What follows belongs to an exercise in optimizing a design on an open flow for small area, a short achievable clock period and few clock cycles per item; a production flow would make more cautious choices.
No run shown here included a check of the RTL's function; only the layout flow was run.
Power figures rest on the tool's default switching activity, not on a simulated workload.

==> design.v <==
`timescale 1ns / 1ps
module time_based_processor(
    input           clk,             
    input           rst_n,           
    input  [7:0]    data_in,         
    input  [2:0]    opcode,          
    input           data_valid,      
    output [15:0]   data_out,        
    output          data_ready,      
    output [3:0]    status_flags     
);
    localparam OP_NOP     = 3'b000;
    localparam OP_ADD     = 3'b001;
    localparam OP_SUB     = 3'b010;
    localparam OP_MUL     = 3'b011;
    localparam OP_SHIFT   = 3'b100;
    localparam OP_FILTER  = 3'b101;
    localparam OP_INVERT  = 3'b110;
    localparam OP_COMPARE = 3'b111;
    reg        wait_b;        
    reg        busy;          
    reg        ready;         
    reg [7:0]  x;             
    reg [2:0]  op;            
    reg [15:0] result;
    reg        flag_ovf;
    wire idle = ~(wait_b | busy | ready);
    wire [7:0] b = data_in;
    function [10:0] padd;
        input [9:0] a, b;
        input       ci;
        reg   [9:0] g, p, gg, pp;
        integer i, l;
        begin
            p = a ^ b;
            g = (a & b) | {9'd0, p[0] & ci};
            gg = g;
            pp = p;
            for (l = 0; l < 4; l = l + 1)
                for (i = 9; i >= 0; i = i - 1)
                    if ((i >> l) & 1) begin
                        gg[i] = gg[i] | (pp[i] & gg[((i >> l) << l) - 1]);
                        pp[i] = pp[i] & pp[((i >> l) << l) - 1];
                    end
            padd = {gg[9], p ^ {gg[8:0], ci}};
        end
    endfunction
    wire [9:0]  t0     = {2'b00, result[15:8]};
    wire [9:0]  t1     = {2'b00, x & {8{result[0]}}};
    wire [9:0]  t2     = {1'b0, x & {8{result[1]}}, 1'b0};
    wire [9:0]  cs_s   = t0 ^ t1 ^ t2;
    wire [9:0]  cs_c   = (t0 & t1) | (t0 & t2) | (t1 & t2);
    wire [10:0] msum   = padd(cs_s, {cs_c[8:0], 1'b0}, 1'b0);
    wire [15:0] mstep  = {msum[9:0], result[7:2]};
    wire [10:0] sums = padd({2'b00, x}, {2'b00, b}, 1'b0);
    wire       c   = sums[8];
    wire       eq  = &(x ^ b);             
    wire [2:0] s   = b[2:0];
    wire [2:0] rl  = b[3] ? -s : s;        
    wire [7:0] r1  = rl[0] ? {x[6:0], x[7]} : x;
    wire [7:0] r2  = rl[1] ? {r1[5:0], r1[7:6]} : r1;
    wire [7:0] r3  = rl[2] ? {r2[3:0], r2[7:4]} : r2;
    wire [7:0] keep_l = 8'hFF << s;
    wire [7:0] keep_r = 8'hFF >> s;
    wire [7:0] shifted = r3 & (b[3] ? keep_r : keep_l);
    reg [15:0] alu;
    reg        alu_ovf;
    always @(*) begin
        alu = 16'h0000; alu_ovf = 1'b0;
        case (op)
            OP_ADD:     begin alu[7:0] = sums[7:0]; alu_ovf = c; end
            OP_SUB:     begin alu[7:0] = sums[7:0]; alu_ovf = c; end
            OP_MUL:     alu[7:0] = b;
            OP_SHIFT:   alu[7:0] = shifted;
            OP_FILTER:  alu[7:0] = x & b;
            OP_COMPARE: alu[1:0] = {c, ~c & ~eq};
            default:    alu = 16'h0000;
        endcase
    end
    always @(posedge clk or negedge rst_n) begin
        if (!rst_n) begin
            wait_b <= 1'b0;
            busy   <= 1'b0;
            ready  <= 1'b0;
        end else begin
            if (idle && data_valid) begin
                if (opcode == OP_NOP || opcode == OP_INVERT) ready <= 1'b1;
                else wait_b <= 1'b1;
            end
            if (wait_b && data_valid) begin
                wait_b <= 1'b0;
                if (op == OP_MUL) busy <= 1'b1;
                else ready <= 1'b1;
            end
            if (busy && op[1:0] == 2'b00) begin
                busy  <= 1'b0;
                ready <= 1'b1;
            end
            if (ready && data_valid) ready <= 1'b0;
        end
    end
    always @(posedge clk) begin
        if (idle) begin
            x         <= data_in ^ {8{opcode == OP_SUB || opcode == OP_COMPARE}};
            op        <= opcode;
            result    <= {8'h00, data_in};
            flag_ovf  <= 1'b0;
        end
        if (wait_b) begin
            flag_ovf  <= alu_ovf;
            result    <= alu;
        end
        if (busy) begin
            op     <= op - 3'd1;      
            result <= mstep;
        end
    end
    wire   out_inv      = (op == OP_SUB) || (op == OP_INVERT);
    assign data_out     = {result[15:8], result[7:0] ^ {8{out_inv}}};
    assign data_ready   = ready;
    wire   res_zero     = ~|result[15:8] &
                          ((op == OP_SUB) ? &result[7:0] : ~|result[7:0]);
    wire   flag_zero    = res_zero & ((op == OP_SUB) || (op == OP_COMPARE) ||
                                      (op == OP_ADD && !flag_ovf));
    assign status_flags = {flag_ovf, flag_zero, 1'b0, ready};
endmodule
==> flow/run.sh <==
#!/bin/bash
# Standard layout with these changes: plain buf_1 cells as the port buffers,
# and half and full adders left to abc as plain gates (flow/noha.mk); after global routing, gates off the critical paths are downsized (RECOVER_POWER).
bash standard.sh "DESIGN_CONFIG=$PWD/flow/noha.mk" "BUFFER_PORTS_ARGS=-buffer_cell sky130_fd_sc_hd__buf_1" RECOVER_POWER=100 finish > standard.log 2>&1
==> flow/noha.mk <==
# The standard flow's settings, plus the half and full adders cells marked don't-use so that
# synthesis leaves half and full adders to abc as plain gates.
include $(FLOW_CONFIG)
export DONT_USE_CELLS += sky130_fd_sc_hd__ha_1 sky130_fd_sc_hd__ha_2 sky130_fd_sc_hd__ha_4 sky130_fd_sc_hd__fa_1 sky130_fd_sc_hd__fa_2 sky130_fd_sc_hd__fa_4
==> standard.sh <==
#!/bin/bash
# synth_recipe.tcl (not shown) runs the flow's synth.tcl, then flattens the netlist and writes it again
# the make line also repeats each setting of config.mk as NAME=value (left out here)
make -C /OpenROAD-flow-scripts/flow DESIGN_CONFIG=/design/flow/config.mk WORK_HOME=/design/flow/orfs CLKGATE_MAP_FILE= SYNTH_SCRIPT=/design/flow/synth_recipe.tcl "${@:-finish}"
==> config.mk <==
export PLATFORM = sky130hd
export DESIGN_NAME = time_based_processor
export DESIGN_NICKNAME = time_based_processor
export VERILOG_FILES = /design/flow/design.v
export SDC_FILE = /design/flow/constraint.sdc
export NUM_CORES = 4
export LEC_CHECK = 0
export ABC_AREA = 1
export CAP_MARGIN = 20
export CORE_MARGIN = 2
export CORE_UTILIZATION = 40
export SETUP_SLACK_MARGIN = 2.75
export SLEW_MARGIN = 20
==> constraint.sdc <==
create_clock -name core_clock -period 5.5 [get_ports {clk}]
set_input_delay 1.1000 -clock core_clock [delete_from_list [all_inputs] [get_ports {clk}]]
set_output_delay 1.1000 -clock core_clock [all_outputs]
set_load 0.01 [all_outputs]
==> qor.yml, run 1 <==
sta:
  finalCritPeriodShare_pct: 58.5
  max_slew_margin_pct: 4.31
  worstMarginPinSlew_ns: 1.42
  setup_tns_ns: 0
  rsz0062_at_grt: "yes"
  finClkSkew_ns: 0.0160
  slew_violations: 0
  final-setup-viol-count: 0
  min_period_ns: 3.22
  hold_viol_final: 0
  fmax_ghz: 0.311
cts:
  path_clk_slew_ns: 0.08
  htree_levels: 2
  cts_buffers: 5
  clk_latency_ns: 0.30
  cts_hold_buf: 0
  cts-root-buf: "clkbuf_8"
  tritoncts: "done"
  cts.sink_count: 31
  clockBufferDepth: 2
finish:
  area_growth_pct: 9.68
  final_common_cell: "nand2_1"
  final_cell_mix: "nand2_1 (172), inv_1 (74), nor2_1 (49)"
  num_antenna_cells: 0
  fillCellCount: 872
  final_nets: 589
  drive_above_1_share_pct: 12.8
  final_cells: 681
route:
  drc: 0
  vias: 3468
  avgViaCountPerCell: 5.09
  first_pass_iters: 5
  ant_nets: 0
  drt-total-wl_mm: 9.78
  drt_iter0_drc: 140
  wire_per_inst_um: 14.4
critical_path:
  cp-end-kind: "primary output"
  reg2reg_from: "busy"
  crit_arrival_ns: 2.12
  critPathKind: "reg2out"
  worstPathRequired_ns: 4.40
  crit_fanout: 8
  start_kind: "flop"
  crit_start: "op[1]"
synthesis:
  syn_inst: 543
  syn_area_mm2: 0.00345
  avgSynthCellArea_um2: 6.36
  synth_warnings: 1
  synth.distinct_cells: 43
  synth-seq-cells: 31
  ys_seq_area_share_pct: 26.5
  synth_fp_nets: 557
placed_design:
  dp.final_hpwl_mm: 7.70
  gp_congestion: 0.950
  placedCellCount: 659
  portBuffers: 33
grt:
  grt_first_pass_wirelength_mm: 15.9
  grt_antenna_before_repair: 0
  grt_overflow: 0
  grt_max_degree: 21
  first_global_vias: 3267
  track_usage_pct: 20.8
power_and_ir_drop:
  vdd_drop_max_mv: 0.222
  p_leak_uw: 0.00185
  power.density_mw_per_mm2: 611
  p_total_uw: 2310
floorplanning:
  die_area_mm2: 0.00939
  ios: 35
  initial_core_util_pct: 41.6
  rows: 33
  core_area_mm2: 0.00830
  chipHeight_um: 96.9
  die_x_um: 96.9
hold_path:
  worstHoldStart: "wait_b"
  min_path_type: "reg2reg"
run_status:
  status: "complete, no violations"
job:
  maxCapViolCount: 0
[flip-flops by register name (all words and copies together) (netlist names)]
signal,cells
ready,1
busy,1
wait_b,1
op,3
result,16
flag_ovf,1
x,8
[stage by stage]
| step | utilization, % | setup slack [ns] | area, um^2 | hold WS (ns) |
|---|---|---|---|---|
| CTS | 44.8 | 2.49 | 3710 | 0.599 |
| finish | 45.6 | 2.28 | 3780 | 0.581 |
| global placement | 42.6 | 2.18 | 3540 | 0.568 |
| global route | 45.6 | 2.17 | 3780 | 0.611 |
| detailed placement | 42.6 | 2.16 | 3540 | 0.576 |
| floorplan | - | 2.85 | 3450 | 0.531 |
[report_power, final]
part | internal, uW | switching (uW)
Combinational | 488 | 970
Clock | 114 | 99.8
Sequential | 434 | 207
[final cells by class]
type                       instances  area (um^2)  area share (%)
tap                              105          131            3.47
inverter                          84          315            8.33
multi-input combinational        406         2100            55.4
sequential                        31          916            24.2
timing repair buffer              47          223            5.88
clock buffer                       7         96.3            2.55
clock inverter                     1         7.51           0.198
[path summary, 6_finish.rpt]
check | slack, ns | cells after the start | end
max | 2.28 | 6 | data_out[0]
min reg2reg | 0.58 | 2 | wait_b
min in group asynchronous | 0.59 | 1 | ready
min | 0.58 | 2 | wait_b
max reg2reg | 2.79 | 5 | op[2]
max in group asynchronous | 4.76 | 1 | busy
[cell families (layout without fill, tap and decap cells)]
family / after synthesis / after routing / synth area share [%]
AND/OR/NAND/NOR: 303 / 303 / 39.7
XOR/XNOR: 17 / 17 / 4.53
buffers and inverters: 106 / 139 / 14.0
flip-flops: 31 / 31 / 26.5
AO/OA/AOI/OAI: 85 / 85 / 15.2
other: 1 / 1 / 0.109
[routing by layer]
| metal | vias up | global-route usage [%] | share of wire [%] |
|---|---|---|---|
| met5 | - | 0 | 0 |
| met4 | 0 | 5.53 | 1.3 |
| met3 | 11 | 1.95 | 3.5 |
| met2 | 76 | 37.1 | 49 |
| met1 | 1582 | 27.0 | 46 |
| li1 | 1799 | - | - |
[Yosys cell counts]
| library cell | instances | area share, % |
|---|---|---|
| nand2_1 | 169 | 18 |
| inv_1 | 74 | 8.0 |
| nor2_1 | 48 | 5.2 |
| nand3_1 | 41 | 5.9 |
| o21ai_0 | 30 | 4.4 |
| edfxtp_1 | 28 | 24 |
| a21oi_1 | 20 | 2.9 |
| nand2_2 | 15 | 2.7 |
| xor2_1 | 15 | 3.8 |
| buf_4 | 13 | 2.8 |
| inv_2 | 10 | 1.1 |
| a22oi_1 | 7 | 1.5 |
| a21oi_2 | 6 | 1.5 |
| nor2_2 | 6 | 1.1 |
| nand3_2 | 5 | 1.5 |
| nor3_1 | 5 | 0.73 |
| o211ai_1 | 5 | 1.1 |
| buf_2 | 4 | 0.58 |
| nand3_4 | 4 | 2.0 |
| o21ai_1 | 4 | 0.58 |
| dfrtp_1 | 3 | 2.2 |
| nor4_1 | 3 | 0.54 |
| o31ai_1 | 3 | 0.65 |
| a31oi_1 | 2 | 0.36 |
| buf_6 | 2 | 0.65 |
| clkbuf_1 | 2 | 0.22 |
| nand4_1 | 2 | 0.36 |
| o22ai_1 | 2 | 0.36 |
| a2111oi_0 | 1 | 0.25 |
| a21oi_4 | 1 | 0.47 |
| a221oi_1 | 1 | 0.25 |
| and2_4 | 1 | 0.25 |
| buf_12 | 1 | 0.58 |
| conb_1 | 1 | 0.11 |
| nand3b_1 | 1 | 0.22 |
| nor2_4 | 1 | 0.33 |
| nor3b_1 | 1 | 0.22 |
| o211ai_2 | 1 | 0.36 |
| o21ai_2 | 1 | 0.25 |
| o21bai_1 | 1 | 0.22 |
| or2_2 | 1 | 0.18 |
| xnor2_1 | 1 | 0.25 |
| xor2_2 | 1 | 0.47 |
[critical path: stages (launching register included)]
cell and delay, ns:
edfxtp_1 0.44, inv_1 0.11, clkbuf_4 0.15, nor2_1 0.19
clkbuf_1 0.55, xor2_1 0.21, buf_1 0.17
[timing repair]
item,in CTS,in global routing
pin swaps,1,4
gates resized for setup,5,25
endpoints found under the setup margin,17,10
setup buffers,8,6
==> run 2, diff against run 1 <==
--- a/design.v
+++ b/design.v
@@ -24,6 +24,8 @@
     reg [2:0]  op;            
     reg [15:0] result;
     reg        flag_ovf;
+    reg        out_inv;       
+    reg        flag_zero;
     wire idle = ~(wait_b | busy | ready);
     wire [7:0] b = data_in;
     function [10:0] padd;
@@ -63,20 +65,32 @@
     wire [7:0] keep_l = 8'hFF << s;
     wire [7:0] keep_r = 8'hFF >> s;
     wire [7:0] shifted = r3 & (b[3] ? keep_r : keep_l);
-    reg [15:0] alu;
-    reg        alu_ovf;
+    reg        alu_ovf, alu_zero;
     always @(*) begin
-        alu = 16'h0000; alu_ovf = 1'b0;
+        alu_ovf = 1'b0; alu_zero = 1'b0;
         case (op)
-            OP_ADD:     begin alu[7:0] = sums[7:0]; alu_ovf = c; end
-            OP_SUB:     begin alu[7:0] = sums[7:0]; alu_ovf = c; end
-            OP_MUL:     alu[7:0] = b;
-            OP_SHIFT:   alu[7:0] = shifted;
-            OP_FILTER:  alu[7:0] = x & b;
-            OP_COMPARE: alu[1:0] = {c, ~c & ~eq};
-            default:    alu = 16'h0000;
+            OP_ADD:     begin alu_ovf = c; alu_zero = ~|(x | b); end
+            OP_SUB:     begin alu_ovf = c; alu_zero = eq; end
+            OP_MUL:     alu_zero = ~|x | ~|b;
+            OP_COMPARE: alu_zero = eq;
+            default:    ;
         endcase
     end
+    wire       use_sum  = wait_b && (op == OP_ADD || op == OP_SUB);
+    wire       load_b   = idle || (wait_b && op == OP_MUL);
+    reg  [7:0] other_lo;
+    always @(*) begin
+        if (load_b)                          other_lo = b;
+        else if (busy)                       other_lo = mstep[7:0];
+        else case (op)
+            OP_SHIFT:   other_lo = shifted;
+            OP_FILTER:  other_lo = x & b;
+            OP_COMPARE: other_lo = {6'b0, c, ~c & ~eq};
+            default:    other_lo = 8'h00;
+        endcase
+    end
+    wire [15:0] next_result = {busy ? mstep[15:8] : 8'h00,
+                               use_sum ? sums[7:0] : other_lo};
     always @(posedge clk or negedge rst_n) begin
         if (!rst_n) begin
             wait_b <= 1'b0;
@@ -103,24 +117,21 @@
         if (idle) begin
             x         <= data_in ^ {8{opcode == OP_SUB || opcode == OP_COMPARE}};
             op        <= opcode;
-            result    <= {8'h00, data_in};
+            out_inv   <= (opcode == OP_SUB) || (opcode == OP_INVERT);
             flag_ovf  <= 1'b0;
+            flag_zero <= 1'b0;
         end
         if (wait_b) begin
             flag_ovf  <= alu_ovf;
-            result    <= alu;
+            flag_zero <= alu_zero;
         end
+        if (!ready)
+            result <= next_result;
         if (busy) begin
-            op     <= op - 3'd1;      
-            result <= mstep;
+            op     <= op - 3'd1;
         end
     end
-    wire   out_inv      = (op == OP_SUB) || (op == OP_INVERT);
     assign data_out     = {result[15:8], result[7:0] ^ {8{out_inv}}};
     assign data_ready   = ready;
-    wire   res_zero     = ~|result[15:8] &
-                          ((op == OP_SUB) ? &result[7:0] : ~|result[7:0]);
-    wire   flag_zero    = res_zero & ((op == OP_SUB) || (op == OP_COMPARE) ||
-                                      (op == OP_ADD && !flag_ovf));
     assign status_flags = {flag_ovf, flag_zero, 1'b0, ready};
 endmodule
==> flow/run.sh (replaced) <==
#!/bin/bash
# Standard layout with these changes: plain buf_1 cells as the port buffers,
# and half and full adders left to abc as plain gates (flow/noha.mk).
bash standard.sh "DESIGN_CONFIG=$PWD/flow/noha.mk" "BUFFER_PORTS_ARGS=-buffer_cell sky130_fd_sc_hd__buf_1"  finish > standard.log 2>&1
--- a/config.mk
+++ b/config.mk
@@ -9,5 +9,5 @@
 export CAP_MARGIN = 20
 export CORE_MARGIN = 2
 export CORE_UTILIZATION = 40
-export SETUP_SLACK_MARGIN = 2.75
+export SETUP_SLACK_MARGIN = 3
 export SLEW_MARGIN = 20
==> qor.yml, run 2 <==
grt:
  grt_overflow: 0
  grt_antenna_before_repair: 0
  track_usage_pct: 20.2
  grt_max_degree: 21
  grt_first_pass_wirelength_mm: 16.0
  first_global_vias: 3389
sta:
  final-setup-viol-count: 0
  max_slew_margin_pct: 50.6
  whs_ns: 0.545
  min_period_ns: 2.45
  finClkSkew_ns: 0.0102
  rsz0062_at_grt: "yes"
  finalCritPeriodShare_pct: 44.6
  worstMarginPinSlew_ns: 0.741
  fmax_ghz: 0.407
  fin_ws_ns: 3.05
  slew_violations: 0
  setup_tns_ns: 0
  hold_viol_final: 0
cts:
  cts_buffers: 5
  tritoncts: "done"
  clk_latency_ns: 0.30
  cts-root-buf: "clkbuf_8"
  path_clk_slew_ns: 0.08
  clockBufferDepth: 2
  cts.sink_count: 33
  htree_levels: 2
  cts_hold_buf: 0
floorplanning:
  chipHeight_um: 98.9
  die_area_mm2: 0.00979
  die_x_um: 98.9
  ios: 35
  core_area_mm2: 0.00872
  initial_core_util_pct: 41.3
  rows: 34
power_and_ir_drop:
  p_leak_uw: 0.00190
  p_total_uw: 2260
  power.density_mw_per_mm2: 576
  vdd_drop_max_mv: 0.251
route:
  drt_iter0_drc: 181
  drt-total-wl_mm: 9.68
  wire_per_inst_um: 13.9
  ant_nets: 0
  vias: 3590
  first_pass_iters: 4
  avgViaCountPerCell: 5.14
  drc: 0
synthesis:
  synthFlopType: "edfxtp_1"
  synth_common_cells: "nand2_1 (173), inv_1 (73), nor2_1 (56)"
  synth-seq-cells: 33
  synth_warnings: 1
  synth.top_cells.by_area: "edfxtp_1 (25%), nand2_1 (18%), inv_1 (7.6%)"
  syn_inst: 567
  yosysTopAreaCell: "edfxtp_1"
  synth.distinct_cells: 37
  async_flop_share_pct: 9.09
  synth_edf_count: 30
  avgSynthCellArea_um2: 6.36
  synth_fp_nets: 581
  syn_area_mm2: 0.00360
  synth_most_common_cell: "nand2_1"
  ys_seq_area_share_pct: 27.1
  yosysTopAreaCellShare_pct: 25.0
finish:
  final_cell_mix: "nand2_1 (169), inv_1 (72), nor2_1 (54)"
  largest_register_ffs: 16
  design_area_mm2: 0.00393
  drive_above_1_share_pct: 13.6
  largest_register: "result"
  final_common_cell: "nand2_1"
  final_nets: 603
  largestRegisters: "result: 16 flops, x: 8 flops, op: 3 flops"
  num_antenna_cells: 0
  area_growth_pct: 8.99
placed_design:
  dp.final_hpwl_mm: 7.64
  placed_cell_area_mm2: 0.00367
  post-place-ws_ns: 2.31
  gp_congestion: 1.06
  portBuffers: 33
critical_path:
  crit_arrival_ns: 2.50
  worstPathRequired_ns: 5.55
  cp-end-kind: "flop"
  start_kind: "input pin"
  crit_fanout: 18
  regToRegSetupSlack_ns: 3.41
  critPathKind: "in2reg"
hold_path:
  min_path_type: "reg2reg"
job:
  maxCapViolCount: 0
run_status:
  status: "complete, no violations"
## run 2: cells by family (layout without fill, tap and decap cells)
group | Yosys count | after routing | share of synthesized area [%]
compound gates | 80 | 80 | 12.7
xor+xnor | 19 | 19 | 4.82
buf+inv | 110 | 133 | 14.3
flops | 33 | 33 | 27.1
other cells | 1 | 1 | 0.104
simple gates | 324 | 324 | 41.0
## run 2: worst paths after layout
check / from / end / cells after the start
max reg2reg: x[3] / result[7] / 11
min: ready / ready / 1
max: data_in[0] / result[7] / 10
min in group asynchronous: rst_n / ready / 1
min reg2reg: ready / ready / 1
max in group asynchronous: rst_n / busy / 1
## run 2: through the flow
stage               std cells  utilization [%]
floorplan                 567                -
global placement          681             42.1
detailed placement        681             42.1
CTS                       694             43.6
global route              698             45.1
finish                    698             45.1
## run 2: final cells by class
cell class | count | area (um^2)
fillers | 910 | 4790
clock buffers | 5 | 68.8
repair buffers | 44 | 267
well taps | 108 | 135
inverters | 81 | 314
clock inverters | 3 | 17.5
multi-input cells | 424 | 2150
flip-flops and latches | 33 | 976
## run 2: report_power, final
group          total (uW)  internal, uW  switching (uW)
Sequential            643           460             182
Clock                 187          87.4            99.6
Combinational        1430           484             947
Total                2260          1030            1230
## run 2: layer usage
layer	GRT usage (%)	share of wire, %	vias to the layer above
met5	0	0	-
li1	-	-	1848
met3	2.70	4.7	20
met1	25.8	46	1628
met4	8.75	3.1	0
met2	34.1	47	94
## run 2: worst max-delay path, cell delays in order
cell and delay, ns:
buf_6 0.15, nand2_1 0.14, o21ai_0 0.29, nand2_1 0.14
nand2_2 0.12, nand2_1 0.08, a31oi_1 0.20, a21oi_1 0.09
o21ai_0 0.09, nand2_1 0.09
## run 2: repair_timing
action / in CTS / in global routing
gates resized for setup: 5 / 22
buffers inserted: 5 / 4
pin swaps: 0 / 3
setup endpoints to repair: 9 / 10
==> run 3, diff against run 2 <==
--- a/config.mk
+++ b/config.mk
@@ -8,6 +8,6 @@
 export ABC_AREA = 1
 export CAP_MARGIN = 20
 export CORE_MARGIN = 2
-export CORE_UTILIZATION = 40
+export CORE_UTILIZATION = 60
 export SETUP_SLACK_MARGIN = 3
 export SLEW_MARGIN = 20
==> qor.yml, run 3 <==
run_status:
  status: "complete, no violations"
critical_path:
  crit_arrival_ns: 2.47
  reg2reg_from: "op[2]"
  crit_fanout: 18
  start_kind: "input pin"
  reg2reg_depth: 6
  regToRegSetupSlack_ns: 3.38
  cp-end-kind: "flop"
  reg2reg_to: "result[0]"
  critPathKind: "in2reg"
  worstPathRequired_ns: 5.56
sta:
  rsz0062_at_grt: "no"
  finClkSkew_ns: 0.0119
  final-setup-viol-count: 0
  worstMarginPinSlew_ns: 0.879
  setup_tns_ns: 0
  hold_viol_final: 0
  min_period_ns: 2.42
  max_slew_margin_pct: 41.1
  fmax_ghz: 0.414
  slew_violations: 0
  finalCritPeriodShare_pct: 43.9
grt:
  first_global_vias: 3206
  grt_overflow: 0
  grt_first_pass_wirelength_mm: 14.7
  grt_antenna_before_repair: 0
  grt_max_degree: 21
  track_usage_pct: 29.2
synthesis:
  ys_seq_area_share_pct: 27.1
  yosysTopAreaCellShare_pct: 25.0
  synth_fp_nets: 581
  synth_common_cells: "nand2_1 (173), inv_1 (73), nor2_1 (56)"
  yosysTopAreaCell: "edfxtp_1"
  synth.top_cells.by_area: "edfxtp_1 (25%), nand2_1 (18%), inv_1 (7.6%)"
  synthFlopType: "edfxtp_1"
  avgSynthCellArea_um2: 6.36
  synth_most_common_cell: "nand2_1"
  synth.distinct_cells: 37
  synth-seq-cells: 33
  synth_warnings: 1
  syn_inst: 567
  syn_area_mm2: 0.00360
  synth_edf_count: 30
  async_flop_share_pct: 9.09
floorplanning:
  chipHeight_um: 81.5
  die_x_um: 81.5
  die_area_mm2: 0.00664
  core_area_mm2: 0.00585
  initial_core_util_pct: 61.6
  rows: 28
  ios: 35
cts:
  path_clk_slew_ns: 0.07
  htree_levels: 2
  cts_buffers: 5
  cts-root-buf: "clkbuf_8"
  clk_latency_ns: 0.30
  tritoncts: "done"
  cts.sink_count: 33
  cts_hold_buf: 0
  clockBufferDepth: 2
route:
  drc: 0
  drt_iter0_drc: 216
  wire_per_inst_um: 14.5
  vias: 3664
  avgViaCountPerCell: 5.54
  first_pass_iters: 6
  ant_nets: 0
  drt-total-wl_mm: 9.60
placed_design:
  portBuffers: 33
  dp.final_hpwl_mm: 7.35
  gp_congestion: 0.971
  placedCellCount: 647
finish:
  final_cell_mix: "nand2_1 (168), inv_1 (72), nor2_1 (54)"
  final_nets: 599
  final_common_cell: "nand2_1"
  num_antenna_cells: 0
  drive_above_1_share_pct: 13.3
  largestRegisters: "result: 16 flops, x: 8 flops, op: 3 flops"
  largest_register: "result"
  largest_register_ffs: 16
  final_cells: 661
  area_growth_pct: 6.04
  fin_util_pct: 65.3
power_and_ir_drop:
  p_total_uw: 2250
  p_leak_uw: 0.00186
  vdd_drop_max_mv: 0.451
  power.density_mw_per_mm2: 590
job:
  maxCapViolCount: 0
hold_path:
  whs_path_depth: 1
  holdPathEnd: "ready"
  min_path_type: "reg2reg"
  worstHoldStart: "ready"
run 3: cell counts after synthesis:
No cell type changed its count.
run 3: kinds of logic after synthesis:
group                     Yosys count  share of synthesized area, %
xor gates and xnor gates           19                          4.82
buffers and inverters             110                          14.3
DFF                                33                          27.1
and+or+nand+nor                   324                          41.0
other                               1                         0.104
AOI/OAI and AO/OA                  80                          12.7
run 3: repair_timing:
action / 4_1_cts / 5_1_grt
endpoints found under the setup margin: 9 / 8
buffers inserted: 3 / 3
resized for setup: 6 / 21
pin swaps: 0 / 2
run 3: critical path, cell delays in order:
cell	delay, ns
buf_8	0.13
inv_2	0.10
nand2_2	0.09
nand3_2	0.10
nand2_4	0.09
buf_4	0.14
nand2_1	0.06
nand2_1	0.08
o211ai_1	0.25
nand2_1	0.08
nand2_1	0.07
nand2_1	0.07
nand2_1	0.06
nand2_1	0.05
run 3: routing by layer:
metal  part of all wire [%]  track usage (%)  vias to the layer above  wire length (um)
met5                      0                0                        -                 0
met3                    5.5             3.41                       23               531
li1                       -                -                     1843                 -
met4                    2.8             11.2                        0               269
met2                     50             52.3                      127              4810
met1                     42             35.7                     1671              3990
run 3: metrics by stage:
stage                     worst slack [ns]  instance area [um^2]  hold slack [ns]
final                                 3.08                  3820            0.594
after global routing                  2.98                  3820            0.606
after CTS                             2.94                  3750            0.593
after detailed placement              2.26                  3620            0.577
after global placement                2.34                  3620            0.547
after floorplan                       3.04                  3600            0.541
run 3: area by class of cell:
class                      count  area [um^2]
fill                         536         2030
tap                           75         93.8
clock buffer                   7         76.3
timing repair buffer          40          209
inverter                      81          314
sequential                    33          976
multi-input combinational    424         2150
clock inverter                 1         5.00
run 3: worst max path at each step:
stage                     from  slack, ns        end  depth (start not counted)
global route        data_in[0]       2.98  result[7]                         13
detailed placement  data_in[0]       2.26  result[2]                         14
floorplan           data_in[1]       3.04  result[2]                         14
global placement    data_in[0]       2.34  result[2]                         14
finish              data_in[0]       3.08  result[2]                         14
CTS                 data_in[1]       2.94  result[2]                         14
run 3: where the power goes:
group | internal, uW | switching, uW
logic | 471 | 956
registers | 460 | 185
clock network | 88.9 | 94.7
total | 1020 | 1230
==> run 4, diff against run 3 <==
==> design.v (replaced) <==
`timescale 1ns / 1ps
module time_based_processor(
    input           clk,             
    input           rst_n,           
    input  [7:0]    data_in,         
    input  [2:0]    opcode,          
    input           data_valid,      
    output [15:0]   data_out,        
    output          data_ready,      
    output [3:0]    status_flags     
);
    localparam OP_NOP     = 3'b000;
    localparam OP_ADD     = 3'b001;
    localparam OP_SUB     = 3'b010;
    localparam OP_MUL     = 3'b011;
    localparam OP_SHIFT   = 3'b100;
    localparam OP_FILTER  = 3'b101;
    localparam OP_INVERT  = 3'b110;
    localparam OP_COMPARE = 3'b111;
    reg        wait_b;        
    reg        busy;          
    reg        ready;         
    reg [1:0]  cnt;           
    reg [7:0]  operand_a;
    reg [2:0]  op;
    reg [15:0] result;
    reg        flag_ovf;
    reg        flag_zero;
    wire idle = ~(wait_b | busy | ready);
    wire [7:0] b = data_in;
    wire       first  = wait_b;
    wire [7:0] acc_in = first ? 8'h00 : result[15:8];
    wire [7:0] mb     = first ? b : result[7:0];
    wire [9:0] msum   = {2'b00, acc_in} + (mb[0] ? {2'b00, operand_a} : 10'd0)
                                        + (mb[1] ? {1'b0, operand_a, 1'b0} : 10'd0);
    wire [15:0] mstep = {msum, mb[7:2]};
    wire [8:0] sum  = {1'b0, operand_a} + {1'b0, b};
    wire [8:0] diff = {1'b0, operand_a} - {1'b0, b};
    wire       lt   = diff[8];
    wire       eq   = (operand_a == b);
    wire [7:0] shl  = operand_a << b[2:0];
    wire [7:0] shr  = operand_a >> b[2:0];
    reg [7:0] alu;
    reg       alu_ovf, alu_zero;
    always @(*) begin
        alu = 8'h00; alu_ovf = 1'b0; alu_zero = 1'b0;
        case (op)
            OP_ADD:     begin alu = sum[7:0];  alu_ovf = sum[8]; alu_zero = (operand_a == 8'h00) && (b == 8'h00); end
            OP_SUB:     begin alu = diff[7:0]; alu_ovf = lt;     alu_zero = eq; end
            OP_MUL:     begin alu = 8'h00;     alu_ovf = 1'b0;   alu_zero = (operand_a == 8'h00) || (b == 8'h00); end
            OP_SHIFT:   alu = b[3] ? shr : shl;
            OP_FILTER:  alu = operand_a & b;
            OP_COMPARE: begin alu = {6'b0, lt, ~lt & ~eq}; alu_zero = eq; end
            default:    alu = 8'h00;
        endcase
    end
    always @(posedge clk or negedge rst_n) begin
        if (!rst_n) begin
            wait_b <= 1'b0;
            busy   <= 1'b0;
            ready  <= 1'b0;
        end else begin
            if (idle) begin
                if (data_valid) begin
                    if (opcode == OP_NOP || opcode == OP_INVERT) ready <= 1'b1;
                    else wait_b <= 1'b1;
                end
            end
            if (wait_b && data_valid) begin
                wait_b <= 1'b0;
                if (op == OP_MUL) busy <= 1'b1;
                else ready <= 1'b1;
            end
            if (busy && cnt == 2'd0) begin
                busy  <= 1'b0;
                ready <= 1'b1;
            end
            if (ready && data_valid) ready <= 1'b0;
        end
    end
    always @(posedge clk) begin
        if (idle) begin
            operand_a <= data_in;
            op        <= opcode;
            result    <= {8'h00, data_in ^ {8{opcode == OP_INVERT}}};
            flag_ovf  <= 1'b0;
            flag_zero <= 1'b0;
        end
        if (wait_b) begin
            cnt       <= 2'd2;
            flag_ovf  <= alu_ovf;
            flag_zero <= alu_zero;
            result    <= (op == OP_MUL) ? mstep : {8'h00, alu};
        end
        if (busy) begin
            cnt    <= cnt - 2'd1;
            result <= mstep;
        end
    end
    assign data_out     = result;
    assign data_ready   = ready;
    assign status_flags = {flag_ovf, flag_zero, 1'b0, ready};
endmodule
==> run.sh (new file) <==
#!/bin/bash
# synth_recipe.tcl (not shown) runs the flow's synth.tcl, then flattens the netlist and writes it again
# the make line also repeats each setting of config.mk as NAME=value (left out here)
make -C /OpenROAD-flow-scripts/flow DESIGN_CONFIG=/design/flow/config.mk WORK_HOME=/design/flow/orfs CLKGATE_MAP_FILE= SYNTH_SCRIPT=/design/flow/synth_recipe.tcl finish
--- a/config.mk
+++ b/config.mk
@@ -5,9 +5,7 @@
 export SDC_FILE = /design/flow/constraint.sdc
 export NUM_CORES = 4
 export LEC_CHECK = 0
-export ABC_AREA = 1
 export CAP_MARGIN = 20
 export CORE_MARGIN = 2
-export CORE_UTILIZATION = 60
-export SETUP_SLACK_MARGIN = 3
+export CORE_UTILIZATION = 40
 export SLEW_MARGIN = 20
removed: flow/run.sh
removed: flow/noha.mk
removed: standard.sh
==> qor.yml, run 4 <==
finish:
  fillCellCount: 932
  final_cells: 597
  area_growth_pct: 12.6
  final_common_cell: "nand2_1"
  fin_util_pct: 46.6
  largest_register_ffs: 16
  final_cell_mix: "nand2_1 (56), inv_1 (38), clkdlybuf4s50_1 (33)"
  largestRegisters: "result: 16 flops, operand_a: 8 flops, op: 3 flops"
  final_nets: 518
  drive_above_1_share_pct: 8.76
  largest_register: "result"
  num_antenna_cells: 0
grt:
  grt_first_pass_wirelength_mm: 18.0
  grt_antenna_before_repair: 0
  first_global_vias: 3388
  busiest_layer: "met2"
  grt_max_degree: 27
  grt_util_met1_pct: 30.4
  use_met3_pct: 4.10
  met2_usage_pct: 34.4
  track_usage_pct: 22.3
  grt_overflow: 0
cts:
  cts.sink_count: 34
  cts-root-buf: "clkbuf_8"
  path_clk_slew_ns: 0.08
  htree_levels: 2
  cts_buffers: 5
  clk_latency_ns: 0.30
  cts_setup_buffers: 0
  ctsResizeCount: 0
  cts_hold_buf: 0
  tritoncts: "done"
  clockBufferDepth: 2
synthesis:
  avgSynthCellArea_um2: 8.46
  async_flop_share_pct: 8.82
  syn_area_mm2: 0.00384
  synth_warnings: 1
  synth_edf_count: 31
  yosysTopAreaCell: "edfxtp_1"
  syn_inst: 454
  synth.distinct_cells: 64
  ys_seq_area_share_pct: 26.2
  synth.top_cells.by_area: "edfxtp_1 (24%), ha_1 (8.8%), nand2_1 (5.5%)"
  yosysTopAreaCellShare_pct: 24.2
  synth_fp_nets: 505
  synth_common_cells: "nand2_1 (56), inv_1 (38), a21oi_1 (32)"
  synth-seq-cells: 34
  synth_most_common_cell: "nand2_1"
  synthFlopType: "edfxtp_1"
critical_path:
  crit_fanout: 8
  crit_arrival_ns: 4.10
  start_kind: "input pin"
  critPathKind: "in2reg"
  cp-end-kind: "flop"
  regToRegSetupSlack_ns: 1.98
  worstPathRequired_ns: 5.53
power_and_ir_drop:
  p_leak_uw: 0.00173
  vdd_drop_max_mv: 0.291
  power.density_mw_per_mm2: 579
route:
  drc: 0
  ant_nets: 0
  wire_per_inst_um: 18.6
  avgViaCountPerCell: 5.92
  drt_iter0_drc: 271
  vias: 3534
  first_pass_iters: 5
  drt-total-wl_mm: 11.1
job:
  maxCapViolCount: 0
placed_design:
  portBuffers: 33
  placedCellCount: 589
  dp.final_hpwl_mm: 8.23
  gp_congestion: 0.898
sta:
  setup_tns_ns: 0
  min_period_ns: 4.07
  slew_violations: 0
  hold_viol_final: 0
  finClkSkew_ns: 0.00733
  fmax_ghz: 0.246
  worstMarginPinSlew_ns: 0.760
  finalCritPeriodShare_pct: 73.9
  max_slew_margin_pct: 49.2
  final-setup-viol-count: 0
  rsz0062_at_grt: "no"
floorplanning:
  initial_core_util_pct: 41.4
  die_area_mm2: 0.0104
  ios: 35
  die_x_um: 102
  rows: 35
  core_area_mm2: 0.00928
  chipHeight_um: 102
hold_path:
  min_path_type: "reg2reg"
run_status:
  status: "complete, no violations"
[run 4: cell count changes in the layout (fill, tap and decap cells not counted), sizes merged, moves of 12 or more]
cell	change
nand2	-140
nand3	-50
inv	-42
buf	-36
clkdlybuf4s50	+33
ha	+27
nor2	-27
xor2	-14
nand2b	+12
[run 4: through the flow]
step / total power, uW / setup slack, ns / hold WS (ns) / area [um^2]
6_report: 2500 / 1.43 / 0.568 / 4330
5_1_grt: 2720 / 1.10 / 0.596 / 4330
4_1_cts: 2500 / 1.48 / 0.571 / 4320
3_5_place_dp: 2190 / 1.17 / 0.560 / 4180
3_3_place_gp: 2180 / 1.21 / 0.545 / 4180
2_1_floorplan: 1740 / 1.57 / 0.530 / 3840
[run 4: layout make-up]
class / count / area (um^2) / share of cell area [%]
inverter: 40 / 150 / 3.47
clock inverter: 2 / 60.1 / 1.39
clock buffer: 6 / 82.6 / 1.91
sequential: 34 / 1010 / 23.3
multi-input combinational: 350 / 2510 / 58.1
timing repair buffer: 36 / 353 / 8.16
tap: 129 / 161 / 3.73
[run 4: worst max-delay path, cell delays in order]
cell and delay, ns:
clkdlybuf4s50_1 0.53, mux2_2 0.27, nand2_1 0.10, fa_1 0.62
inv_1 0.06, ha_1 0.28, a21o_1 0.15, a21oi_1 0.22
o21ai_0 0.19, o41ai_1 0.35, xor2_1 0.17, nor2_1 0.05
[run 4: metal layers]
metal / up-vias / wire (um)
li1: 1663 / -
met1: 1679 / 4800
met2: 152 / 5110
met3: 40 / 764
met4: 0 / 447
met5: - / 0
[run 4: report_power, final]
group          switching (uW)  internal (uW)  total (uW)
combinational             887            680        1570
clock                     103            193         297
sequential                183            456         639
total                    1170           1330        2500
[run 4: cells by family (layout without fill, tap and decap cells)]
logic type	Yosys count	in the layout	share of synthesized area, %
xor+xnor	15	15	3.42
compound gates	123	123	22.1
fa+ha+maj	37	37	14.0
simple gates	153	153	19.3
flops	34	34	26.2
other cells	1	1	0.0976
buf+inv	70	84	8.47
mux	21	21	6.45
[run 4: final timing paths]
| path | startpoint | to | cells past startpoint |
|---|---|---|---|
| worst max-delay path | data_in[0] | result[14] | 12 |
| worst min-delay path | cnt[0] | cnt[0] | 1 |
| worst max register to register | wait_b | result[14] | 11 |
| worst min register to register | cnt[0] | cnt[0] | 1 |
| max in group asynchronous | rst_n | wait_b | 1 |
| min in group asynchronous | rst_n | ready | 1 |

[separate check: timing with driven ports]
The flow's constraints put no driver on any port. The routed layouts listed below were extracted and timed again, unchanged, in two steps.
Step 1: set_driving_cell puts a clkbuf_16 on clk and a buf_2 on each other input, an assumption about the parent block.
Step 2 times the ports against the registers' clock, not the clock port: input delays grow and output delays shrink by t, the midpoint of the rising clock arrivals with the driver on.
Three values: ideal, step 1, step 2; two values: the first two.
run | t, ns | slack for setup (ns) | hold slack, ns | pins driven straight from the clock port
run 1 | 0.318 | 2.281 / 2.252 / 2.332 | 0.581 / 0.581 / 0.581 | 1
run 2 | 0.326 | 3.045 / 3.041 / 2.715 | 0.545 / 0.545 / 0.545 | 1
run 3 | 0.323 | 3.083 / 3.062 / 2.753 | 0.594 / 0.594 / 0.594 | 1
run 4 | 0.325 | 1.435 / 1.437 / 1.112 | 0.568 / 0.568 / 0.568 | 1
After both steps setup and hold are still met in every run listed.
